What follows belongs to an exercise in optimizing a design on an open flow for small area and a short achievable clock period; a production flow would make more cautious choices.
RTL that was checked went through simulation tests only; none was proved equivalent to the original.
For run 2, only the layout was checked, not whether the RTL still works.
Power figures rest on the tool's default switching activity, not on a simulated workload.

==> flow/design.v, too long to show whole: its modules and the start of the top module <==
// module FP16_mcl: 1188 lines
module FP16_mcl(
    input [15:0] data1,
    input [15:0] data2,
    input rst,
    input input_valid,
    input clk,
    output reg [15:0] datanew,
    output reg output_update
    );
  // ...
==> flow/flow/run.sh <==
#!/bin/bash
# The standard layout, with the port buffers made from the smallest buffer cell.
bash standard.sh 'BUFFER_PORTS_ARGS=-buffer_cell sky130_fd_sc_hd__buf_1' finish > standard.log 2>&1
==> flow/standard.sh <==
#!/bin/bash
# synth_recipe.tcl (not shown) runs the flow's synth.tcl, then flattens the netlist and writes it again
# the make line also repeats each setting of config.mk as NAME=value (left out here)
make -C /OpenROAD-flow-scripts/flow DESIGN_CONFIG=/design/flow/config.mk WORK_HOME=/design/flow/orfs CLKGATE_MAP_FILE= SYNTH_SCRIPT=/design/flow/synth_recipe.tcl "${@:-finish}"
==> flow/config.mk <==
export PLATFORM = sky130hd
export DESIGN_NAME = FP16_mcl
export DESIGN_NICKNAME = FP16_mcl
export VERILOG_FILES = /design/flow/design.v
export SDC_FILE = /design/flow/constraint.sdc
export NUM_CORES = 4
export LEC_CHECK = 0
export ABC_AREA = 1
export CAP_MARGIN = 20
export CORE_MARGIN = 2
export CORE_UTILIZATION = 60
export CTS_BUF_LIST = sky130_fd_sc_hd__clkbuf_4 sky130_fd_sc_hd__clkbuf_8
export SETUP_SLACK_MARGIN = 3.25
export SLEW_MARGIN = 20
==> flow/constraint.sdc <==
create_clock -name core_clock -period 5.5 [get_ports {clk}]
set_input_delay 1.1000 -clock core_clock [delete_from_list [all_inputs] [get_ports {clk}]]
set_output_delay 1.1000 -clock core_clock [all_outputs]
set_load 0.01 [all_outputs]
==> metrics.csv, run 1 <==
metric,value,unit
adder-cell area share of the yosys netlist,19.3,%
outcome,timing/DRC/antenna clean,
Crit path top cell by count,fa_1,
final net count,1065,
Die Wd,119,um
clock skew,0.0185,ns
WHS Endpoint,es0_3_r3,
FFs & Latches,167,
number of gates resized after CTS,8,
Combinational Power Share,42.4,%
hpwl dp,11.9,mm
r2r setup slk,3.31,ns
critical path's largest stage delay,0.54,ns
maximum VDD drop,0.000241,V
fillers,1089,
Switch Pwr,1810,uW
Slew Limit Fails,0,
Worst Path Arrival,2.59,ns
asr flop ratio synth,2.40,%
GRT met1 Usage,28.6,%
invs w/o clock,121,
Reg-to-Reg End,fs_2_13_21_r2,
non-clk buf share,3.18,%
synthesized net count,998,
largest area contributor in the netlist,dfxtp_1,
Syn Area/Cell,9.20,sq um
internal power,2710,uW
Yosys cell types,35,
Worst-path clk slew,0.09,ns
Place WS,3.00,ns
Reg power frac,39.2,%
"commonest non-fill, non-tap cell in the layout",nand2_1,
Placer Congestion,0.937,
Layout clock area frac,4.25,%
r2r startpoint,two3_r1,
==> run 2, diff against run 1 <==
--- a/flow/design.v
+++ b/flow/design.v
@@ -409,42 +409,36 @@
     wire up15;
     wire up16;
     wire up17;
     wire up18;
     wire up19;
     wire up20;
     wire up21;
     wire z9_0;
-    reg one0_r1;
+    reg data2_1_r1;
+    reg data2_0_r1;
     reg data1_0_r1;
-    reg neg0_r1;
     reg data1_1_r1;
-    reg two0_r1;
     reg data1_2_r1;
     reg data1_3_r1;
     reg data1_4_r1;
     reg data1_5_r1;
     reg data1_6_r1;
     reg data1_7_r1;
     reg data1_8_r1;
     reg data1_9_r1;
-    reg one1_r1;
-    reg neg1_r1;
-    reg two1_r1;
-    reg one2_r1;
-    reg neg2_r1;
-    reg two2_r1;
-    reg one3_r1;
-    reg neg3_r1;
-    reg two3_r1;
-    reg one4_r1;
-    reg neg4_r1;
-    reg two4_r1;
+    reg data2_3_r1;
+    reg data2_2_r1;
+    reg data2_5_r1;
+    reg data2_4_r1;
+    reg data2_7_r1;
+    reg data2_6_r1;
     reg data2_9_r1;
+    reg data2_8_r1;
     reg bp0_2_r2;
     reg bp1_0_r2;
     reg bp0_3_r2;
     reg bp1_1_r2;
     reg hs_2_4_4_r2;
     reg bp2_0_r2;
     reg neg2_r2;
     reg hs_2_5_5_r2;
@@ -592,96 +586,96 @@
     assign t2[4] = ~(|data2[3:0]);
     assign t2[5] = ~(|data2[4:0]);
     assign t2[6] = ~(|data2[5:0]);
     assign t2[7] = ~(|data2[6:0]);
     assign t2[8] = ~(|data2[7:0]);
     assign t2[9] = ~(|data2[8:0]);
     assign t2[10] = ~(|data2[9:0]);
     assign z9_0 = (t1[0] & t2[9]) | (t1[1] & t2[8]) | (t1[2] & t2[7]) | (t1[3] & t2[6]) | (t1[4] & t2[5]) | (t1[5] & t2[4]) | (t1[6] & t2[3]) | (t1[7] & t2[2]) | (t1[8] & t2[1]) | (t1[9] & t2[0]);
-    assign neg0 = data2[1] & ~(data2[0] & 1'b0);
-    assign one0 = data2[0] ^ 1'b0;
-    assign two0 = (data2[1] & ~data2[0] & ~1'b0) | (~data2[1] & data2[0] & 1'b0);
-    assign bp0_0 = ((one0_r1 & data1_0_r1)) ^ neg0_r1;
-    assign bp0_1 = ((one0_r1 & data1_1_r1) | (two0_r1 & data1_0_r1)) ^ neg0_r1;
-    assign bp0_2 = ((one0_r1 & data1_2_r1) | (two0_r1 & data1_1_r1)) ^ neg0_r1;
-    assign bp0_3 = ((one0_r1 & data1_3_r1) | (two0_r1 & data1_2_r1)) ^ neg0_r1;
-    assign bp0_4 = ((one0_r1 & data1_4_r1) | (two0_r1 & data1_3_r1)) ^ neg0_r1;
-    assign bp0_5 = ((one0_r1 & data1_5_r1) | (two0_r1 & data1_4_r1)) ^ neg0_r1;
-    assign bp0_6 = ((one0_r1 & data1_6_r1) | (two0_r1 & data1_5_r1)) ^ neg0_r1;
-    assign bp0_7 = ((one0_r1 & data1_7_r1) | (two0_r1 & data1_6_r1)) ^ neg0_r1;
-    assign bp0_8 = ((one0_r1 & data1_8_r1) | (two0_r1 & data1_7_r1)) ^ neg0_r1;
-    assign bp0_9 = ((one0_r1 & data1_9_r1) | (two0_r1 & data1_8_r1)) ^ neg0_r1;
-    assign bp0_10 = ((one0_r1 & 1'b1) | (two0_r1 & data1_9_r1)) ^ neg0_r1;
-    assign bp0_11 = ((two0_r1 & 1'b1)) ^ neg0_r1;
-    assign nneg0 = ~neg0_r1;
-    assign neg1 = data2[3] & ~(data2[2] & data2[1]);
-    assign one1 = data2[2] ^ data2[1];
-    assign two1 = (data2[3] & ~data2[2] & ~data2[1]) | (~data2[3] & data2[2] & data2[1]);
-    assign bp1_0 = ((one1_r1 & data1_0_r1)) ^ neg1_r1;
-    assign bp1_1 = ((one1_r1 & data1_1_r1) | (two1_r1 & data1_0_r1)) ^ neg1_r1;
-    assign bp1_2 = ((one1_r1 & data1_2_r1) | (two1_r1 & data1_1_r1)) ^ neg1_r1;
-    assign bp1_3 = ((one1_r1 & data1_3_r1) | (two1_r1 & data1_2_r1)) ^ neg1_r1;
-    assign bp1_4 = ((one1_r1 & data1_4_r1) | (two1_r1 & data1_3_r1)) ^ neg1_r1;
-    assign bp1_5 = ((one1_r1 & data1_5_r1) | (two1_r1 & data1_4_r1)) ^ neg1_r1;
-    assign bp1_6 = ((one1_r1 & data1_6_r1) | (two1_r1 & data1_5_r1)) ^ neg1_r1;
-    assign bp1_7 = ((one1_r1 & data1_7_r1) | (two1_r1 & data1_6_r1)) ^ neg1_r1;
-    assign bp1_8 = ((one1_r1 & data1_8_r1) | (two1_r1 & data1_7_r1)) ^ neg1_r1;
-    assign bp1_9 = ((one1_r1 & data1_9_r1) | (two1_r1 & data1_8_r1)) ^ neg1_r1;
-    assign bp1_10 = ((one1_r1 & 1'b1) | (two1_r1 & data1_9_r1)) ^ neg1_r1;
-    assign bp1_11 = ((two1_r1 & 1'b1)) ^ neg1_r1;
-    assign nneg1 = ~neg1_r1;
-    assign neg2 = data2[5] & ~(data2[4] & data2[3]);
-    assign one2 = data2[4] ^ data2[3];
-    assign two2 = (data2[5] & ~data2[4] & ~data2[3]) | (~data2[5] & data2[4] & data2[3]);
-    assign bp2_0 = ((one2_r1 & data1_0_r1)) ^ neg2_r1;
-    assign bp2_1 = ((one2_r1 & data1_1_r1) | (two2_r1 & data1_0_r1)) ^ neg2_r1;
-    assign bp2_2 = ((one2_r1 & data1_2_r1) | (two2_r1 & data1_1_r1)) ^ neg2_r1;
-    assign bp2_3 = ((one2_r1 & data1_3_r1) | (two2_r1 & data1_2_r1)) ^ neg2_r1;
-    assign bp2_4 = ((one2_r1 & data1_4_r1) | (two2_r1 & data1_3_r1)) ^ neg2_r1;
-    assign bp2_5 = ((one2_r1 & data1_5_r1) | (two2_r1 & data1_4_r1)) ^ neg2_r1;
-    assign bp2_6 = ((one2_r1 & data1_6_r1) | (two2_r1 & data1_5_r1)) ^ neg2_r1;
-    assign bp2_7 = ((one2_r1 & data1_7_r1) | (two2_r1 & data1_6_r1)) ^ neg2_r1;
-    assign bp2_8 = ((one2_r1 & data1_8_r1) | (two2_r1 & data1_7_r1)) ^ neg2_r1;
-    assign bp2_9 = ((one2_r1 & data1_9_r1) | (two2_r1 & data1_8_r1)) ^ neg2_r1;
-    assign bp2_10 = ((one2_r1 & 1'b1) | (two2_r1 & data1_9_r1)) ^ neg2_r1;
-    assign bp2_11 = ((two2_r1 & 1'b1)) ^ neg2_r1;
-    assign nneg2 = ~neg2_r1;
-    assign neg3 = data2[7] & ~(data2[6] & data2[5]);
-    assign one3 = data2[6] ^ data2[5];
-    assign two3 = (data2[7] & ~data2[6] & ~data2[5]) | (~data2[7] & data2[6] & data2[5]);
-    assign bp3_0 = ((one3_r1 & data1_0_r1)) ^ neg3_r1;
-    assign bp3_1 = ((one3_r1 & data1_1_r1) | (two3_r1 & data1_0_r1)) ^ neg3_r1;
-    assign bp3_2 = ((one3_r1 & data1_2_r1) | (two3_r1 & data1_1_r1)) ^ neg3_r1;
-    assign bp3_3 = ((one3_r1 & data1_3_r1) | (two3_r1 & data1_2_r1)) ^ neg3_r1;
-    assign bp3_4 = ((one3_r1 & data1_4_r1) | (two3_r1 & data1_3_r1)) ^ neg3_r1;
-    assign bp3_5 = ((one3_r1 & data1_5_r1) | (two3_r1 & data1_4_r1)) ^ neg3_r1;
-    assign bp3_6 = ((one3_r1 & data1_6_r1) | (two3_r1 & data1_5_r1)) ^ neg3_r1;
-    assign bp3_7 = ((one3_r1 & data1_7_r1) | (two3_r1 & data1_6_r1)) ^ neg3_r1;
-    assign bp3_8 = ((one3_r1 & data1_8_r1) | (two3_r1 & data1_7_r1)) ^ neg3_r1;
-    assign bp3_9 = ((one3_r1 & data1_9_r1) | (two3_r1 & data1_8_r1)) ^ neg3_r1;
-    assign bp3_10 = ((one3_r1 & 1'b1) | (two3_r1 & data1_9_r1)) ^ neg3_r1;
-    assign bp3_11 = ((two3_r1 & 1'b1)) ^ neg3_r1;
-    assign nneg3 = ~neg3_r1;
-    assign neg4 = data2[9] & ~(data2[8] & data2[7]);
-    assign one4 = data2[8] ^ data2[7];
-    assign two4 = (data2[9] & ~data2[8] & ~data2[7]) | (~data2[9] & data2[8] & data2[7]);
-    assign bp4_0 = ((one4_r1 & data1_0_r1)) ^ neg4_r1;
-    assign bp4_1 = ((one4_r1 & data1_1_r1) | (two4_r1 & data1_0_r1)) ^ neg4_r1;
-    assign bp4_2 = ((one4_r1 & data1_2_r1) | (two4_r1 & data1_1_r1)) ^ neg4_r1;
-    assign bp4_3 = ((one4_r1 & data1_3_r1) | (two4_r1 & data1_2_r1)) ^ neg4_r1;
-    assign bp4_4 = ((one4_r1 & data1_4_r1) | (two4_r1 & data1_3_r1)) ^ neg4_r1;
-    assign bp4_5 = ((one4_r1 & data1_5_r1) | (two4_r1 & data1_4_r1)) ^ neg4_r1;
-    assign bp4_6 = ((one4_r1 & data1_6_r1) | (two4_r1 & data1_5_r1)) ^ neg4_r1;
-    assign bp4_7 = ((one4_r1 & data1_7_r1) | (two4_r1 & data1_6_r1)) ^ neg4_r1;
-    assign bp4_8 = ((one4_r1 & data1_8_r1) | (two4_r1 & data1_7_r1)) ^ neg4_r1;
-    assign bp4_9 = ((one4_r1 & data1_9_r1) | (two4_r1 & data1_8_r1)) ^ neg4_r1;
-    assign bp4_10 = ((one4_r1 & 1'b1) | (two4_r1 & data1_9_r1)) ^ neg4_r1;
-    assign bp4_11 = ((two4_r1 & 1'b1)) ^ neg4_r1;
-    assign nneg4 = ~neg4_r1;
+    assign neg0 = data2_1_r1 & ~(data2_0_r1 & 1'b0);
+    assign one0 = data2_0_r1 ^ 1'b0;
+    assign two0 = (data2_1_r1 & ~data2_0_r1 & ~1'b0) | (~data2_1_r1 & data2_0_r1 & 1'b0);
+    assign bp0_0 = ((one0 & data1_0_r1)) ^ neg0;
+    assign bp0_1 = ((one0 & data1_1_r1) | (two0 & data1_0_r1)) ^ neg0;
+    assign bp0_2 = ((one0 & data1_2_r1) | (two0 & data1_1_r1)) ^ neg0;
+    assign bp0_3 = ((one0 & data1_3_r1) | (two0 & data1_2_r1)) ^ neg0;
+    assign bp0_4 = ((one0 & data1_4_r1) | (two0 & data1_3_r1)) ^ neg0;
+    assign bp0_5 = ((one0 & data1_5_r1) | (two0 & data1_4_r1)) ^ neg0;
+    assign bp0_6 = ((one0 & data1_6_r1) | (two0 & data1_5_r1)) ^ neg0;
+    assign bp0_7 = ((one0 & data1_7_r1) | (two0 & data1_6_r1)) ^ neg0;
+    assign bp0_8 = ((one0 & data1_8_r1) | (two0 & data1_7_r1)) ^ neg0;
+    assign bp0_9 = ((one0 & data1_9_r1) | (two0 & data1_8_r1)) ^ neg0;
+    assign bp0_10 = ((one0 & 1'b1) | (two0 & data1_9_r1)) ^ neg0;
+    assign bp0_11 = ((two0 & 1'b1)) ^ neg0;
+    assign nneg0 = ~neg0;
+    assign neg1 = data2_3_r1 & ~(data2_2_r1 & data2_1_r1);
+    assign one1 = data2_2_r1 ^ data2_1_r1;
+    assign two1 = (data2_3_r1 & ~data2_2_r1 & ~data2_1_r1) | (~data2_3_r1 & data2_2_r1 & data2_1_r1);
+    assign bp1_0 = ((one1 & data1_0_r1)) ^ neg1;
+    assign bp1_1 = ((one1 & data1_1_r1) | (two1 & data1_0_r1)) ^ neg1;
+    assign bp1_2 = ((one1 & data1_2_r1) | (two1 & data1_1_r1)) ^ neg1;
+    assign bp1_3 = ((one1 & data1_3_r1) | (two1 & data1_2_r1)) ^ neg1;
+    assign bp1_4 = ((one1 & data1_4_r1) | (two1 & data1_3_r1)) ^ neg1;
+    assign bp1_5 = ((one1 & data1_5_r1) | (two1 & data1_4_r1)) ^ neg1;
+    assign bp1_6 = ((one1 & data1_6_r1) | (two1 & data1_5_r1)) ^ neg1;
+    assign bp1_7 = ((one1 & data1_7_r1) | (two1 & data1_6_r1)) ^ neg1;
+    assign bp1_8 = ((one1 & data1_8_r1) | (two1 & data1_7_r1)) ^ neg1;
+    assign bp1_9 = ((one1 & data1_9_r1) | (two1 & data1_8_r1)) ^ neg1;
+    assign bp1_10 = ((one1 & 1'b1) | (two1 & data1_9_r1)) ^ neg1;
+    assign bp1_11 = ((two1 & 1'b1)) ^ neg1;
+    assign nneg1 = ~neg1;
+    assign neg2 = data2_5_r1 & ~(data2_4_r1 & data2_3_r1);
+    assign one2 = data2_4_r1 ^ data2_3_r1;
+    assign two2 = (data2_5_r1 & ~data2_4_r1 & ~data2_3_r1) | (~data2_5_r1 & data2_4_r1 & data2_3_r1);
+    assign bp2_0 = ((one2 & data1_0_r1)) ^ neg2;
+    assign bp2_1 = ((one2 & data1_1_r1) | (two2 & data1_0_r1)) ^ neg2;
+    assign bp2_2 = ((one2 & data1_2_r1) | (two2 & data1_1_r1)) ^ neg2;
+    assign bp2_3 = ((one2 & data1_3_r1) | (two2 & data1_2_r1)) ^ neg2;
+    assign bp2_4 = ((one2 & data1_4_r1) | (two2 & data1_3_r1)) ^ neg2;
+    assign bp2_5 = ((one2 & data1_5_r1) | (two2 & data1_4_r1)) ^ neg2;
+    assign bp2_6 = ((one2 & data1_6_r1) | (two2 & data1_5_r1)) ^ neg2;
+    assign bp2_7 = ((one2 & data1_7_r1) | (two2 & data1_6_r1)) ^ neg2;
+    assign bp2_8 = ((one2 & data1_8_r1) | (two2 & data1_7_r1)) ^ neg2;
+    assign bp2_9 = ((one2 & data1_9_r1) | (two2 & data1_8_r1)) ^ neg2;
+    assign bp2_10 = ((one2 & 1'b1) | (two2 & data1_9_r1)) ^ neg2;
+    assign bp2_11 = ((two2 & 1'b1)) ^ neg2;
+    assign nneg2 = ~neg2;
+    assign neg3 = data2_7_r1 & ~(data2_6_r1 & data2_5_r1);
+    assign one3 = data2_6_r1 ^ data2_5_r1;
+    assign two3 = (data2_7_r1 & ~data2_6_r1 & ~data2_5_r1) | (~data2_7_r1 & data2_6_r1 & data2_5_r1);
+    assign bp3_0 = ((one3 & data1_0_r1)) ^ neg3;
+    assign bp3_1 = ((one3 & data1_1_r1) | (two3 & data1_0_r1)) ^ neg3;
+    assign bp3_2 = ((one3 & data1_2_r1) | (two3 & data1_1_r1)) ^ neg3;
+    assign bp3_3 = ((one3 & data1_3_r1) | (two3 & data1_2_r1)) ^ neg3;
+    assign bp3_4 = ((one3 & data1_4_r1) | (two3 & data1_3_r1)) ^ neg3;
+    assign bp3_5 = ((one3 & data1_5_r1) | (two3 & data1_4_r1)) ^ neg3;
+    assign bp3_6 = ((one3 & data1_6_r1) | (two3 & data1_5_r1)) ^ neg3;
+    assign bp3_7 = ((one3 & data1_7_r1) | (two3 & data1_6_r1)) ^ neg3;
+    assign bp3_8 = ((one3 & data1_8_r1) | (two3 & data1_7_r1)) ^ neg3;
+    assign bp3_9 = ((one3 & data1_9_r1) | (two3 & data1_8_r1)) ^ neg3;
+    assign bp3_10 = ((one3 & 1'b1) | (two3 & data1_9_r1)) ^ neg3;
+    assign bp3_11 = ((two3 & 1'b1)) ^ neg3;
+    assign nneg3 = ~neg3;
+    assign neg4 = data2_9_r1 & ~(data2_8_r1 & data2_7_r1);
+    assign one4 = data2_8_r1 ^ data2_7_r1;
+    assign two4 = (data2_9_r1 & ~data2_8_r1 & ~data2_7_r1) | (~data2_9_r1 & data2_8_r1 & data2_7_r1);
+    assign bp4_0 = ((one4 & data1_0_r1)) ^ neg4;
+    assign bp4_1 = ((one4 & data1_1_r1) | (two4 & data1_0_r1)) ^ neg4;
+    assign bp4_2 = ((one4 & data1_2_r1) | (two4 & data1_1_r1)) ^ neg4;
+    assign bp4_3 = ((one4 & data1_3_r1) | (two4 & data1_2_r1)) ^ neg4;
+    assign bp4_4 = ((one4 & data1_4_r1) | (two4 & data1_3_r1)) ^ neg4;
+    assign bp4_5 = ((one4 & data1_5_r1) | (two4 & data1_4_r1)) ^ neg4;
+    assign bp4_6 = ((one4 & data1_6_r1) | (two4 & data1_5_r1)) ^ neg4;
+    assign bp4_7 = ((one4 & data1_7_r1) | (two4 & data1_6_r1)) ^ neg4;
+    assign bp4_8 = ((one4 & data1_8_r1) | (two4 & data1_7_r1)) ^ neg4;
+    assign bp4_9 = ((one4 & data1_9_r1) | (two4 & data1_8_r1)) ^ neg4;
+    assign bp4_10 = ((one4 & 1'b1) | (two4 & data1_9_r1)) ^ neg4;
+    assign bp4_11 = ((two4 & 1'b1)) ^ neg4;
+    assign nneg4 = ~neg4;
     assign bm5_0 = data2_9_r1 ? 1'b0 : data1_0_r1;
     assign bm5_1 = data2_9_r1 ? data1_0_r1 : data1_1_r1;
     assign bm5_2 = data2_9_r1 ? data1_1_r1 : data1_2_r1;
     assign bm5_3 = data2_9_r1 ? data1_2_r1 : data1_3_r1;
     assign bm5_4 = data2_9_r1 ? data1_3_r1 : data1_4_r1;
     assign bm5_5 = data2_9_r1 ? data1_4_r1 : data1_5_r1;
     assign bm5_6 = data2_9_r1 ? data1_5_r1 : data1_6_r1;
     assign bm5_7 = data2_9_r1 ? data1_6_r1 : data1_7_r1;
@@ -734,18 +728,18 @@
     assign hs_2_4_4 = bp0_4 ^ bp1_2;
     assign hc_2_4_4 = bp0_4 & bp1_2;
     assign hs_2_5_5 = bp0_5 ^ bp1_3;
     assign hc_2_5_5 = bp0_5 & bp1_3;
     assign fs_2_6_14 = hs_1_6_0 ^ bp2_2 ^ bp3_0;
     assign fc_2_6_14 = (hs_1_6_0 & bp2_2) | (hs_1_6_0 & bp3_0) | (bp2_2 & bp3_0);
     assign fs_2_7_15 = hs_1_7_1 ^ bp2_3 ^ bp3_1;
     assign fc_2_7_15 = (hs_1_7_1 & bp2_3) | (hs_1_7_1 & bp3_1) | (bp2_3 & bp3_1);
-    assign fs_2_8_16 = fs_1_8_0 ^ hs_1_8_2 ^ neg4_r1;
-    assign fc_2_8_16 = (fs_1_8_0 & hs_1_8_2) | (fs_1_8_0 & neg4_r1) | (hs_1_8_2 & neg4_r1);
+    assign fs_2_8_16 = fs_1_8_0 ^ hs_1_8_2 ^ neg4;
+    assign fc_2_8_16 = (fs_1_8_0 & hs_1_8_2) | (fs_1_8_0 & neg4) | (hs_1_8_2 & neg4);
     assign fs_2_9_17 = fs_1_9_1 ^ hs_1_9_3 ^ fc_1_8_0;
     assign fc_2_9_17 = (fs_1_9_1 & hs_1_9_3) | (fs_1_9_1 & fc_1_8_0) | (hs_1_9_3 & fc_1_8_0);
     assign fs_2_10_18 = fs_1_10_2 ^ fs_1_10_3 ^ fc_1_9_1;
     assign fc_2_10_18 = (fs_1_10_2 & fs_1_10_3) | (fs_1_10_2 & fc_1_9_1) | (fs_1_10_3 & fc_1_9_1);
     assign fs_2_11_19 = fs_1_11_4 ^ fs_1_11_5 ^ fc_1_10_2;
     assign fc_2_11_19 = (fs_1_11_4 & fs_1_11_5) | (fs_1_11_4 & fc_1_10_2) | (fs_1_11_5 & fc_1_10_2);
     assign fs_2_12_20 = fs_1_12_6 ^ fs_1_12_7 ^ fc_1_11_4;
     assign fc_2_12_20 = (fs_1_12_6 & fs_1_12_7) | (fs_1_12_6 & fc_1_11_4) | (fs_1_12_7 & fc_1_11_4);
@@ -1024,54 +1018,48 @@
         if (rst) begin
             vld <= 3'd0;
             output_update <= 1'b0;
         end else begin
             vld <= {vld[1:0], input_valid};
             output_update <= vld[2];
         end
     always @(posedge clk) begin
-        one0_r1 <= one0;
+        data2_1_r1 <= data2[1];
+        data2_0_r1 <= data2[0];
         data1_0_r1 <= data1[0];
-        neg0_r1 <= neg0;
         data1_1_r1 <= data1[1];
-        two0_r1 <= two0;
         data1_2_r1 <= data1[2];
         data1_3_r1 <= data1[3];
         data1_4_r1 <= data1[4];
         data1_5_r1 <= data1[5];
         data1_6_r1 <= data1[6];
         data1_7_r1 <= data1[7];
         data1_8_r1 <= data1[8];
         data1_9_r1 <= data1[9];
-        one1_r1 <= one1;
-        neg1_r1 <= neg1;
-        two1_r1 <= two1;
-        one2_r1 <= one2;
-        neg2_r1 <= neg2;
-        two2_r1 <= two2;
-        one3_r1 <= one3;
-        neg3_r1 <= neg3;
-        two3_r1 <= two3;
-        one4_r1 <= one4;
-        neg4_r1 <= neg4;
-        two4_r1 <= two4;
+        data2_3_r1 <= data2[3];
+        data2_2_r1 <= data2[2];
+        data2_5_r1 <= data2[5];
+        data2_4_r1 <= data2[4];
+        data2_7_r1 <= data2[7];
+        data2_6_r1 <= data2[6];
         data2_9_r1 <= data2[9];
+        data2_8_r1 <= data2[8];
         bp0_2_r2 <= bp0_2;
         bp1_0_r2 <= bp1_0;
         bp0_3_r2 <= bp0_3;
         bp1_1_r2 <= bp1_1;
         hs_2_4_4_r2 <= hs_2_4_4;
         bp2_0_r2 <= bp2_0;
-        neg2_r2 <= neg2_r1;
+        neg2_r2 <= neg2;
         hs_2_5_5_r2 <= hs_2_5_5;
         bp2_1_r2 <= bp2_1;
         hc_2_4_4_r2 <= hc_2_4_4;
         fs_2_6_14_r2 <= fs_2_6_14;
-        neg3_r2 <= neg3_r1;
+        neg3_r2 <= neg3;
         hc_2_5_5_r2 <= hc_2_5_5;
         fs_2_7_15_r2 <= fs_2_7_15;
         hc_1_6_0_r2 <= hc_1_6_0;
         fc_2_6_14_r2 <= fc_2_6_14;
         fs_2_8_16_r2 <= fs_2_8_16;
         hc_1_7_1_r2 <= hc_1_7_1;
         fc_2_7_15_r2 <= fc_2_7_15;
         fs_2_9_17_r2 <= fs_2_9_17;
@@ -1106,18 +1094,18 @@
         fc_2_17_25_r2 <= fc_2_17_25;
         bp4_11_r2 <= bp4_11;
         n_bm5_9_c19_r2 <= n_bm5_9_c19;
         fc_2_18_26_r2 <= fc_2_18_26;
         nneg4_r2 <= nneg4;
         bm5_10_r2 <= bm5_10;
         bm5_9_r2 <= bm5_9;
         bp0_0_r2 <= bp0_0;
-        neg0_r2 <= neg0_r1;
-        neg1_r2 <= neg1_r1;
+        neg0_r2 <= neg0;
+        neg1_r2 <= neg1;
         n_bm5_11_c21_r2 <= n_bm5_11_c21;
         bp0_1_r2 <= bp0_1;
         g4_r3 <= g4;
         p4_r3 <= p4;
         G6_r3 <= G6;
         P6_r3 <= P6;
         G3_r3 <= G3;
         P3_r3 <= P3;
==> run 2 against run 1 <==
Sequential share of layout area fell by 3.0 points. Critical endpoint is now fs_2_14_22_r2. Worst setup slack got worse by 0.12 ns. Count of clock-buffer cells in the layout rose by 1. Maximum frequency fell by 5.1%. Register-to-register slack got worse by 0.12 ns.
==> metrics.csv, run 2 <==
metric,value,unit,change
Slew Limit Fails,0,,unchanged
Reg power frac,37.1,%,-2.1 points
layout cell share with drive strength beyond 1,17.8,%,
Post-synth EDFFs,0,,
vias in the first global route,5872,,
Std-Cell Rows,41,,
r2r setup slk,3.19,ns,-0.12 ns
Switch Pwr,1860,uW,+2.6%
startpoint types,flip-flop,,
Combinational Power Share,43.5,%,+1.1 points
Global Route Usage Sum,24.9,%,
die area,13900,sq um,
maximum VDD drop,0.000220,V,-8.8%
CTS tree,done,,
"commonest non-fill, non-tap cells in the layout","nand2_1, dfxtp_1, inv_1",,
outcome,timing/DRC/antenna clean,,
crit path kind,flip-flop to flip-flop,,
worst slew margin relative to its limit,59.4,%,
clock latency (worst-skew pair),0.47,ns,
total routed wirelength,17.3,mm,
number of I/O pins,52,,
Setup-failing EPs final,0,,
#FFs+latches synth,161,,
DR vias/cell,5.39,,
DR vias,6040,,
Syn Area/Cell,9.17,sq um,-0.38%
RSZ-0062 raised after global routing,true,,
Mapped Cells,849,,
core area,12600,sq um,
setup TNS,0,ns,
drt drc,0,,
Yosys cell types,38,,+8.6%
DR WL/cell,15.5,um,
Initial DRT Pass Iterations,5,,
Worst-path clk slew,0.09,ns,about the same
final net count,1066,,+0.094%
final hold violation count,0,,
class of the worst hold path,flip-flop to flip-flop,,
top_reg_cell synth,dfxtp_1,,
mapped cell area,7780,sq um,
Initial DRC Count,470,,
Synth top area share,40.4,%,
largest area contributor in the netlist,dfxtp_1,,
Critical Path End Type,flip-flop,,
antenna violations before repair,0,,
max reg flops,16,,
Placer Congestion,0.878,,-6.3%
design area,9320,sq um,
asr flop ratio synth,2.48,%,+0.089 points
Area Overhead vs Synth,19.7,%,
CTS buffer count,17,,
ANT cells,0,,
Slew @ Worst Pin,0.603,ns,
switch share,40.2,%,
Post-Place Cell Area,8150,sq um,
largest net degree at the start of global routing,17,,
"Req. time, crit path",5.92,ns,
hpwl dp,12.0,mm,+1.1%
clk root buf,clkbuf_8,,
Yosys warnings,1,,
die height,118,um,
synthesized net count,980,,-1.8%
"Most flops, register",datanew,,
port bufs,51,,
"Seq/Total Area, Yosys",41.7,%,
Die Wd,118,um,-1.2%
hold buffer count at cts,0,,
crit-path max FO,6,,
main area contributors after synthesis,"dfxtp_1, fa_1, ha_1, nand2_1, xor2_1",,
"Min Clock Period, post-route",2.31,ns,
max cap viols,0,,
clock skew,0.0139,ns,-0.00462 ns
"commonest non-fill, non-tap cell in the layout",nand2_1,,
Initial Utilization,61.7,%,
period utilisation layout,42.0,%,
Fmax,433,MHz,
Worst Path Arrival,2.72,ns,+0.13 ns
first-pass GRT wire length,27.6,mm,
Max clock buf depth,2,,
list of most frequent post-synthesis cells,"nand2_1, dfxtp_1, inv_1",,
internal power,2760,uW,+2.0%
Routed Antenna Nets,0,,
"count leader, synth",nand2_1,,
Pwr Density,496,nW/um^2,
CTS Sinks,161,,
clock power share,19.4,%,
gr ovfl total,0,,
htree depth,4,,
Static Leak,0.00430,uW,
top flop regs,"datanew: 16 flops, vld: 3 flops",,
-- run 2: cell families (layout without fill, tap and decap cells) --
group	after synthesis	after routing	synth area share, %
flops	161	161	41.7
fa+ha+maj	96	96	19.8
simple gates	261	261	14.2
compound gates	134	136	10.2
buf+inv	128	225	6.37
xor+xnor	69	69	7.77
-- run 2: worst paths after layout --
path                                  from       endpoint  cells after the start
worst max-delay path            data2_3_r1  fs_2_14_22_r2                      7
worst min-delay path              es0_2_r2       es0_2_r3                      0
worst max register to register  data2_3_r1  fs_2_14_22_r2                      7
worst min register to register    es0_2_r2       es0_2_r3                      0
max in group asynchronous              rst  output_update                      2
min in group asynchronous              rst         vld[0]                      2
-- run 2: what timing repair did --
| action | CTS | global route |
|---|---|---|
| setup endpoints to repair | 34 | 24 |
| buffers inserted | 20 | 7 |
| pin swaps | 25 | 34 |
| resized for setup | 73 | 54 |
| gates cloned | 3 | 1 |
-- run 2: metal layers --
metal | wire (um) | vias up | part of all wire [%] | track usage, %
met2 | 8460 | 250 | 49 | 40.5
met3 | 1060 | 53 | 6.1 | 6.78
li1 | - | 2916 | - | -
met1 | 7190 | 2821 | 42 | 30.5
met4 | 600 | 0 | 3.5 | 12.4
met5 | 0 | - | 0 | 0
-- run 2: final cells by class --
type / instances / area (sq um)
fill: 925 / 3300
clock inverter: 14 / 174
clock buffer: 18 / 248
multi-input combinational: 562 / 4460
tap: 172 / 215
inverter: 111 / 475
timing repair inverter: 1 / 5.00
timing repair buffer: 81 / 464
sequential: 161 / 3280
-- run 2: power groups by stage --
stage | combinational, uW | clock, uW | sequential [uW]
after floorplan | 1450 | 0 | 1730
after global placement | 1850 | 0 | 1730
after detailed placement | 1910 | 0 | 1740
after CTS | 1980 | 911 | 1710
after global routing | 2350 | 964 | 1760
final | 2010 | 895 | 1720
-- run 2: stage by stage --
stage	instances	setup WS, ns	total power [uW]	utilization [%]	hold slack [ns]
after floorplan	849	3.25	3170	-	0.310
after global placement	1057	2.36	3580	64.6	0.317
after detailed placement	1057	2.25	3650	64.6	0.318
after CTS	1112	3.25	4600	71.2	0.329
after global routing	1120	3.12	5070	73.8	0.345
final	1120	3.19	4620	73.8	0.325
-- run 2: worst max-delay path, cell delays in order, from the launching register on --
cell and delay [ns]:
dfxtp_4 0.41, inv_4 0.06, o21ai_4 0.17, o21ai_4 0.14
o21ai_2 0.19, xor2_1 0.26, fa_1 0.49, fa_1 0.54

[separate check: timing with driven ports]
The flow's constraints put no driver on any port. The routed layouts listed below were extracted and timed again, unchanged, in two steps.
Step 1, drivers: a clkbuf_16 drives clk and a buf_2 each remaining input, both assumed.
Step 2 moves the port delays by t, midway between the first and last clock arrival at a register: inputs arrive t later, outputs are due t later. That takes back most of the time a late clock gives input paths.
a / b / c = ideal ports / drivers / drivers and shift; a / b = the first two.
| run | shift t [ns] | slack for setup (ns) | worst hold slack (ns) | slew at the worst register clock pin (ns) |
|---|---|---|---|---|
| run 1 | 0.497 | 3.311 / 3.311 / 2.993 | 0.331 / 0.331 / 0.331 | 0.10 / 0.10 |
| run 2 | 0.506 | 3.193 / 3.193 / 2.992 | 0.325 / 0.325 / 0.325 | 0.09 / 0.09 |
After both steps setup and hold are still met in every run listed. The setup slack of run 1, which loses most, moves by 0.000 ns with the drivers and by -0.318 ns with both steps.
